From an optimization exercise on the open Yosys and OpenROAD flow, aimed at small area, a short achievable clock period and few clock cycles; shortcuts taken in it are not production practice.
At most, simulation tests tie the RTL to the original design; equivalence was not proved.
Power is estimated from default activity; no workload was simulated.

==> inputs of branch zinc <==
==> flow/design.v <==
module cpu(clk,reset,s,load,in,out,N,V,Z,w);
  input clk, reset, s, load;
  input [15:0] in;
  output [15:0] out;
  output N, V, Z, w;
  reg [13:0] ir;
  always @(posedge clk)
    if (load) ir <= {in[14], in[12:0]};
  wire [13:0] e = load ? {in[14], in[12:0]} : ir;
  wire       movg = e[13];           
  wire [1:0] op   = e[12:11];
  wire       movi = movg &  op[1];   
  wire       movr = movg & ~op[1];   
  wire       cmp  = ~movg & (op == 2'b01);
  wire [2:0] rn = e[10:8];
  wire [2:0] rd = e[7:5];
  wire [1:0] sh = e[4:3];
  wire [2:0] rm = e[2:0];
  wire [7:0] im8 = e[7:0];
  wire go = s & ~reset;
  reg [15:0] r0, r1, r2, r3, r4, r5, r6, r7;
  reg [15:0] a, bm;
  always @(*) begin
    case (rn)
      3'd0: a = r0; 3'd1: a = r1; 3'd2: a = r2; 3'd3: a = r3;
      3'd4: a = r4; 3'd5: a = r5; 3'd6: a = r6; default: a = r7;
    endcase
    case (rm)
      3'd0: bm = r0; 3'd1: bm = r1; 3'd2: bm = r2; 3'd3: bm = r3;
      3'd4: bm = r4; 3'd5: bm = r5; 3'd6: bm = r6; default: bm = r7;
    endcase
  end
  reg [15:0] b;
  always @(*)
    case (sh)
      2'b00: b = bm;
      2'b01: b = {bm[14:0], 1'b0};
      2'b10: b = {1'b0, bm[15:1]};
      default: b = {bm[15], bm[15:1]};
    endcase
  wire [15:0] sum  = a + b;
  wire [15:0] diff = a - b;
  reg  [15:0] res;
  always @(*)
    if (movg) res = b;
    else case (op)
      2'b00:   res = sum;
      2'b10:   res = a & b;
      default: res = ~b;
    endcase
  wire [15:0] wdata = movi ? {{8{im8[7]}}, im8} : res;
  wire [2:0]  wnum  = movi ? rn : rd;
  wire        wen   = go & ~cmp;
  always @(posedge clk) begin
    if (wen && wnum == 3'd0) r0 <= wdata;
    if (wen && wnum == 3'd1) r1 <= wdata;
    if (wen && wnum == 3'd2) r2 <= wdata;
    if (wen && wnum == 3'd3) r3 <= wdata;
    if (wen && wnum == 3'd4) r4 <= wdata;
    if (wen && wnum == 3'd5) r5 <= wdata;
    if (wen && wnum == 3'd6) r6 <= wdata;
    if (wen && wnum == 3'd7) r7 <= wdata;
  end
  reg [15:0] c;
  reg [2:0]  nvz;
  always @(posedge clk) begin
    if (go && !cmp && !movi) c <= res;
    if (go && cmp) nvz <= {diff[15], a[15] & b[15] & ~diff[15], a == b};
  end
  assign out = c;
  assign {N, V, Z} = nvz;
  assign w = 1'b1;
endmodule
==> flow/run.sh <==
#!/bin/bash
# synth_recipe.tcl (not shown) runs the flow's synth.tcl, then flattens the netlist and writes it again
# the make line also repeats each setting of config.mk as NAME=value (left out here)
make -C /OpenROAD-flow-scripts/flow DESIGN_CONFIG=/design/flow/config.mk WORK_HOME=/design/flow/orfs CLKGATE_MAP_FILE= SYNTH_SCRIPT=/design/flow/synth_recipe.tcl finish
==> flow/config.mk <==
export PLATFORM = sky130hd
export DESIGN_NAME = cpu
export DESIGN_NICKNAME = cpu
export VERILOG_FILES = /design/flow/design.v
export SDC_FILE = /design/flow/constraint.sdc
export NUM_CORES = 4
export LEC_CHECK = 0
export CAP_MARGIN = 20
export CORE_MARGIN = 2
export CORE_UTILIZATION = 40
export SLEW_MARGIN = 20
==> flow/constraint.sdc <==
create_clock -name core_clock -period 10.0 [get_ports {clk}]
set_input_delay 2.0000 -clock core_clock [delete_from_list [all_inputs] [get_ports {clk}]]
set_output_delay 2.0000 -clock core_clock [all_outputs]
set_load 0.01 [all_outputs]
==> inputs of branch indigo, as changes to branch zinc <==
==> flow/design.v (replaced) <==
module pgcalc(a, bm, sh, andi, inv, cin, p, g, g0, b15);
  input [15:0] a, bm;
  input [1:0] sh;
  input andi, inv, cin;
  output [15:0] p, g;
  output g0, b15;
  reg [15:0] b;
  always @(*)
    case (sh)
      2'b00: b = bm;
      2'b01: b = {bm[14:0], 1'b0};
      2'b10: b = {1'b0, bm[15:1]};
      default: b = {bm[15], bm[15:1]};
    endcase
  wire [15:0] bi = b ^ {16{inv}};
  assign p = andi ? (a & bi) : (a ^ bi);
  assign g = andi ? 16'd0 : (a & bi);
  assign g0 = g[0] | (p[0] & cin);
  assign b15 = b[15];
endmodule
module cpu(clk,reset,s,load,in,out,N,V,Z,w);
  input clk, reset, s, load;
  input [15:0] in;
  output [15:0] out;
  output N, V, Z, w;
  reg [13:0] ir;
  wire [13:0] e = load ? {in[14], in[12:0]} : ir;
  always @(posedge clk)
    ir <= e;
  wire       movg = e[13];           
  wire [1:0] op   = e[12:11];        
  wire       movi = movg &  op[1];   
  wire       cmp  = ~movg & ~op[1] &  op[0];
  wire       andi = ~movg &  op[1] & ~op[0];
  wire       inv  = ~movg &  op[0];            
  wire       usea = ~movg & ~(op[1] & op[0]);  
  wire [2:0] rn = e[10:8];
  wire [1:0] sh = e[4:3];
  wire [2:0] rm = e[2:0];
  wire go = s & ~reset;
  reg pend;
  reg [15:0] r0, r1, r2, r3, r4, r5, r6, r7;
  wire [15:0] sum;
  wire        wmovi = ir[13] & ir[12];
  wire [15:0] wdata = wmovi ? {{8{ir[7]}}, ir[7:0]} : sum;
  wire [2:0]  wnum  = wmovi ? ir[10:8] : ir[7:5];
  wire [7:0]  wsel  = pend ? (8'd1 << wnum) : 8'd0;
  always @(posedge clk) begin
    pend <= go & ~cmp;
    if (wsel[0]) r0 <= wdata;
    if (wsel[1]) r1 <= wdata;
    if (wsel[2]) r2 <= wdata;
    if (wsel[3]) r3 <= wdata;
    if (wsel[4]) r4 <= wdata;
    if (wsel[5]) r5 <= wdata;
    if (wsel[6]) r6 <= wdata;
    if (wsel[7]) r7 <= wdata;
  end
  wire [127:0] rf = {r7, r6, r5, r4, r3, r2, r1, r0};
  wire [7:0] dn = 8'd1 << rn;
  wire [7:0] dm = 8'd1 << rm;
  wire [7:0] sa = {8{usea}} & dn & ~wsel;
  wire [7:0] sb = dm & ~wsel;
  wire fa = usea & |(dn & wsel);
  wire fb = |(dm & wsel);
  wire [15:0] a, bm;
  rdport pa(rf, wdata, sa, fa, a);
  rdport pb(rf, wdata, sb, fb, bm);
  wire [15:0] pn, gn;
  wire g0n, b15;
  pgcalc pg(a, bm, sh, andi, inv, cmp, pn, gn, g0n, b15);
  reg [15:0] p, g;
  reg vpre;
  reg cw, cf;
  always @(posedge clk) begin
    p    <= pn;
    g    <= {gn[15:1], g0n};
    vpre <= a[15] & b15;
    cw   <= go & ~cmp & ~movi;
    cf   <= go & cmp;
  end
  wire [15:0] cy;    
  adder_carries ac(p, g, cy[15:1]);
  assign cy[0] = cf;    
  assign sum = p ^ cy;
  wire [2:0] nvz = {sum[15], vpre & ~sum[15], &p};
  reg [15:0] c;
  reg [2:0]  st;
  always @(posedge clk) begin
    if (cw) c <= sum;
    if (cf) st <= nvz;
  end
  assign out = cw ? sum : c;
  assign {N, V, Z} = cf ? nvz : st;
  assign w = 1'b1;
endmodule
module rdport(rf, fw, sel, fsel, q);
  input [127:0] rf;
  input [15:0] fw;
  input [7:0] sel;
  input fsel;
  output reg [15:0] q;
  integer k;
  always @(*) begin
    q = {16{fsel}} & fw;
    for (k = 0; k < 8; k = k + 1) q = q | ({16{sel[k]}} & rf[k*16 +: 16]);
  end
endmodule
module adder_carries(p, g, cy);
  input [15:0] p, g;
  output [15:1] cy;
  wire [15:0] g1, p1, g2, p2, g3, p3, g4;
  genvar i;
  generate
    for (i = 0; i < 16; i = i + 1) begin : ks
      if (i >= 1) begin : l1
        assign g1[i] = g[i] | (p[i] & g[i-1]);
        assign p1[i] = p[i] & p[i-1];
      end else begin : l1b
        assign g1[i] = g[i];
        assign p1[i] = p[i];
      end
      if (i >= 2) begin : l2
        assign g2[i] = g1[i] | (p1[i] & g1[i-2]);
        assign p2[i] = p1[i] & p1[i-2];
      end else begin : l2b
        assign g2[i] = g1[i];
        assign p2[i] = p1[i];
      end
      if (i >= 4) begin : l3
        assign g3[i] = g2[i] | (p2[i] & g2[i-4]);
        assign p3[i] = p2[i] & p2[i-4];
      end else begin : l3b
        assign g3[i] = g2[i];
        assign p3[i] = p2[i];
      end
      if (i >= 8) begin : l4
        assign g4[i] = g3[i] | (p3[i] & g3[i-8]);
      end else begin : l4b
        assign g4[i] = g3[i];
      end
    end
  endgenerate
  assign cy = g4[14:0];
endmodule
--- a/flow/config.mk
+++ b/flow/config.mk
@@ -10,2 +10,7 @@
 export CORE_UTILIZATION = 40
+export CTS_BUF_LIST = sky130_fd_sc_hd__clkbuf_4 sky130_fd_sc_hd__clkbuf_8
+export CTS_CLUSTER_SIZE = 30
+export SETUP_SLACK_MARGIN = 5
 export SLEW_MARGIN = 20
+export SYNTH_HIERARCHICAL = 1
+export TNS_END_PERCENT = 100
==> inputs of branch xenon, as changes to branch zinc <==
==> flow/design.v (replaced) <==
module shifter(in, shift, out);
  input [15:0] in;
  input [1:0] shift;
  output reg [15:0] out;
  always @(*)
    case (shift)
      2'b00: out = in;
      2'b01: out = {in[14:0], 1'b0};
      2'b10: out = {1'b0, in[15:1]};
      default: out = {in[15], in[15:1]};
    endcase
endmodule
module cpu(clk,reset,s,load,in,out,N,V,Z,w);
  input clk, reset, s, load;
  input [15:0] in;
  output [15:0] out;
  output N, V, Z, w;
  reg [13:0] ir;
  always @(posedge clk)
    if (load) ir <= {in[14], in[12:0]};
  wire [13:0] e = load ? {in[14], in[12:0]} : ir;
  wire       movg = e[13];           
  wire [1:0] op   = e[12:11];        
  wire       movi = movg &  op[1];   
  wire       cmp  = ~movg & ~op[1] & op[0];
  wire [2:0] rn = e[10:8];
  wire [2:0] rd = e[7:5];
  wire [1:0] sh = e[4:3];
  wire [2:0] rm = e[2:0];
  wire [7:0] im8 = e[7:0];
  wire go = s & ~reset;
  reg [15:0] r0, r1, r2, r3, r4, r5, r6, r7;
  wire [127:0] rf = {r7, r6, r5, r4, r3, r2, r1, r0};
  wire [7:0] sa = movg ? 8'd0 : (8'd1 << rn);
  wire [7:0] sb = 8'd1 << rm;
  wire [15:0] a, bm;
  rdport pa(rf, sa, a);
  rdport pb(rf, sb, bm);
  wire [15:0] b;
  shifter u_sh(bm, sh, b);
  wire        sub = ~op[1] & op[0];
  wire [15:0] sum = a + (b ^ {16{sub}}) + {15'd0, sub};
  reg  [15:0] res;
  always @(*)
    case (op)
      2'b10:   res = a & b;
      2'b11:   res = ~b;
      default: res = sum;
    endcase
  wire [15:0] wdata = movi ? {{8{im8[7]}}, im8} : res;
  wire [2:0]  wnum  = movi ? rn : rd;
  wire [7:0]  wsel  = (go & ~cmp) ? (8'd1 << wnum) : 8'd0;
  always @(posedge clk) begin
    if (wsel[0]) r0 <= wdata;
    if (wsel[1]) r1 <= wdata;
    if (wsel[2]) r2 <= wdata;
    if (wsel[3]) r3 <= wdata;
    if (wsel[4]) r4 <= wdata;
    if (wsel[5]) r5 <= wdata;
    if (wsel[6]) r6 <= wdata;
    if (wsel[7]) r7 <= wdata;
  end
  reg [15:0] c;
  reg [2:0]  nvz;
  always @(posedge clk) begin
    if (go && !cmp && !movi) c <= res;
    if (go && cmp) nvz <= {sum[15], a[15] & b[15] & ~sum[15], sum == 16'd0};
  end
  assign out = c;
  assign {N, V, Z} = nvz;
  assign w = 1'b1;
endmodule
module rdport(rf, sel, q);
  input [127:0] rf;
  input [7:0] sel;
  output reg [15:0] q;
  integer k;
  always @(*) begin
    q = 16'd0;
    for (k = 0; k < 8; k = k + 1) q = q | ({16{sel[k]}} & rf[k*16 +: 16]);
  end
endmodule
--- a/flow/config.mk
+++ b/flow/config.mk
@@ -10,2 +10,4 @@
 export CORE_UTILIZATION = 40
+export SETUP_SLACK_MARGIN = 5
 export SLEW_MARGIN = 20
+export TNS_END_PERCENT = 100
==> qor summary <==
| quantity | branch xenon | branch zinc | branch indigo |
|---|---|---|---|
| Met2 usage in global routing | 0.429 | 0.365 | 0.362 |
| Number of flops mapped to enable cells by yosys | 147 | 147 | - |
| Sequential group share of total power | 0.324 | 0.369 | 0.478 |
| Met2 WL post-DR | 15000 um | 13600 um | 12700 um |
| Cell accounting for the most synthesized area | edfxtp_1 | edfxtp_1 | - |
| Slew Limit Headroom | 0.380 | 0.281 | 0.332 |
| First-pass GRT wire length | 45900 um | 44000 um | 38900 um |
| Fin area | 0.0123 sq mm | 0.0111 sq mm | 0.0106 sq mm |
| Compound-cell area share of the yosys netlist | 0.158 | 0.200 | - |
| Run status | no timing/DRC/antenna violations | no timing/DRC/antenna violations | no timing/DRC/antenna violations |
| Worst reg2reg startpoint | ir[2] | ir[2] | p[5] |
| Met1 Wirelength | 12400 um | 12300 um | 10500 um |
| Net count of the mapped netlist | 843 | 1022 | 785 |
| PnR worst setup slack | 4190 ps | 2120 ps | 5090 ps |
| Async S/R FF share, synth | 0 | 0 | - |
| Peak supply drop | 0.118 mV | 0.108 mV | 0.0823 mV |
| Maximum clock skew at final layout | 14.3 ps | 18.2 ps | 17.6 ps |
| Cell Pwr Density | 216 mW/mm^2 | 203 mW/mm^2 | 227 mW/mm^2 |
| Floorplan die width | 155 um | 160 um | 157 um |
| Final core area utilization | 0.545 | 0.459 | 0.469 |
| Multi-In Gates | 586 | 715 | 498 |
Testbench counts of branch zinc, summed over its fixed seeds: cycles 16,000.
For branch indigo and branch xenon, only the layout was checked, not whether the RTL still works.

what the ideal ports hide:
The results above use ideal ports. As a check the final layouts listed here were re-extracted and re-timed, cells and wires unchanged. Step 1, drivers: a clkbuf_16 drives clk and a buf_2 each remaining input, both assumed. Step 2 times the ports against the registers' clock, not the clock port: input delays grow and output delays shrink by t, the midpoint of the rising clock arrivals with the driver on. a / b / c = ideal ports / drivers / drivers and shift; a / b = the first two.
run | t, ns | setup WS [ns] | worst hold slack (ns) | worst slew at a driven data input, ns
branch zinc | 0.471 | 2.118 / 2.143 / 1.672 | 0.514 / 0.514 / 0.514 | 0.04
branch indigo | 0.510 | 5.087 / 5.046 / 4.699 | 0.461 / 0.461 / 0.461 | 0.04
branch xenon | 0.476 | 4.185 / 4.157 / 3.681 | 0.521 / 0.521 / 0.521 | 0.09
After both steps setup and hold are still met in every run listed. For branch xenon, which loses most, drivers alone change the setup slack by -0.028 ns; drivers and shift together by -0.504 ns.
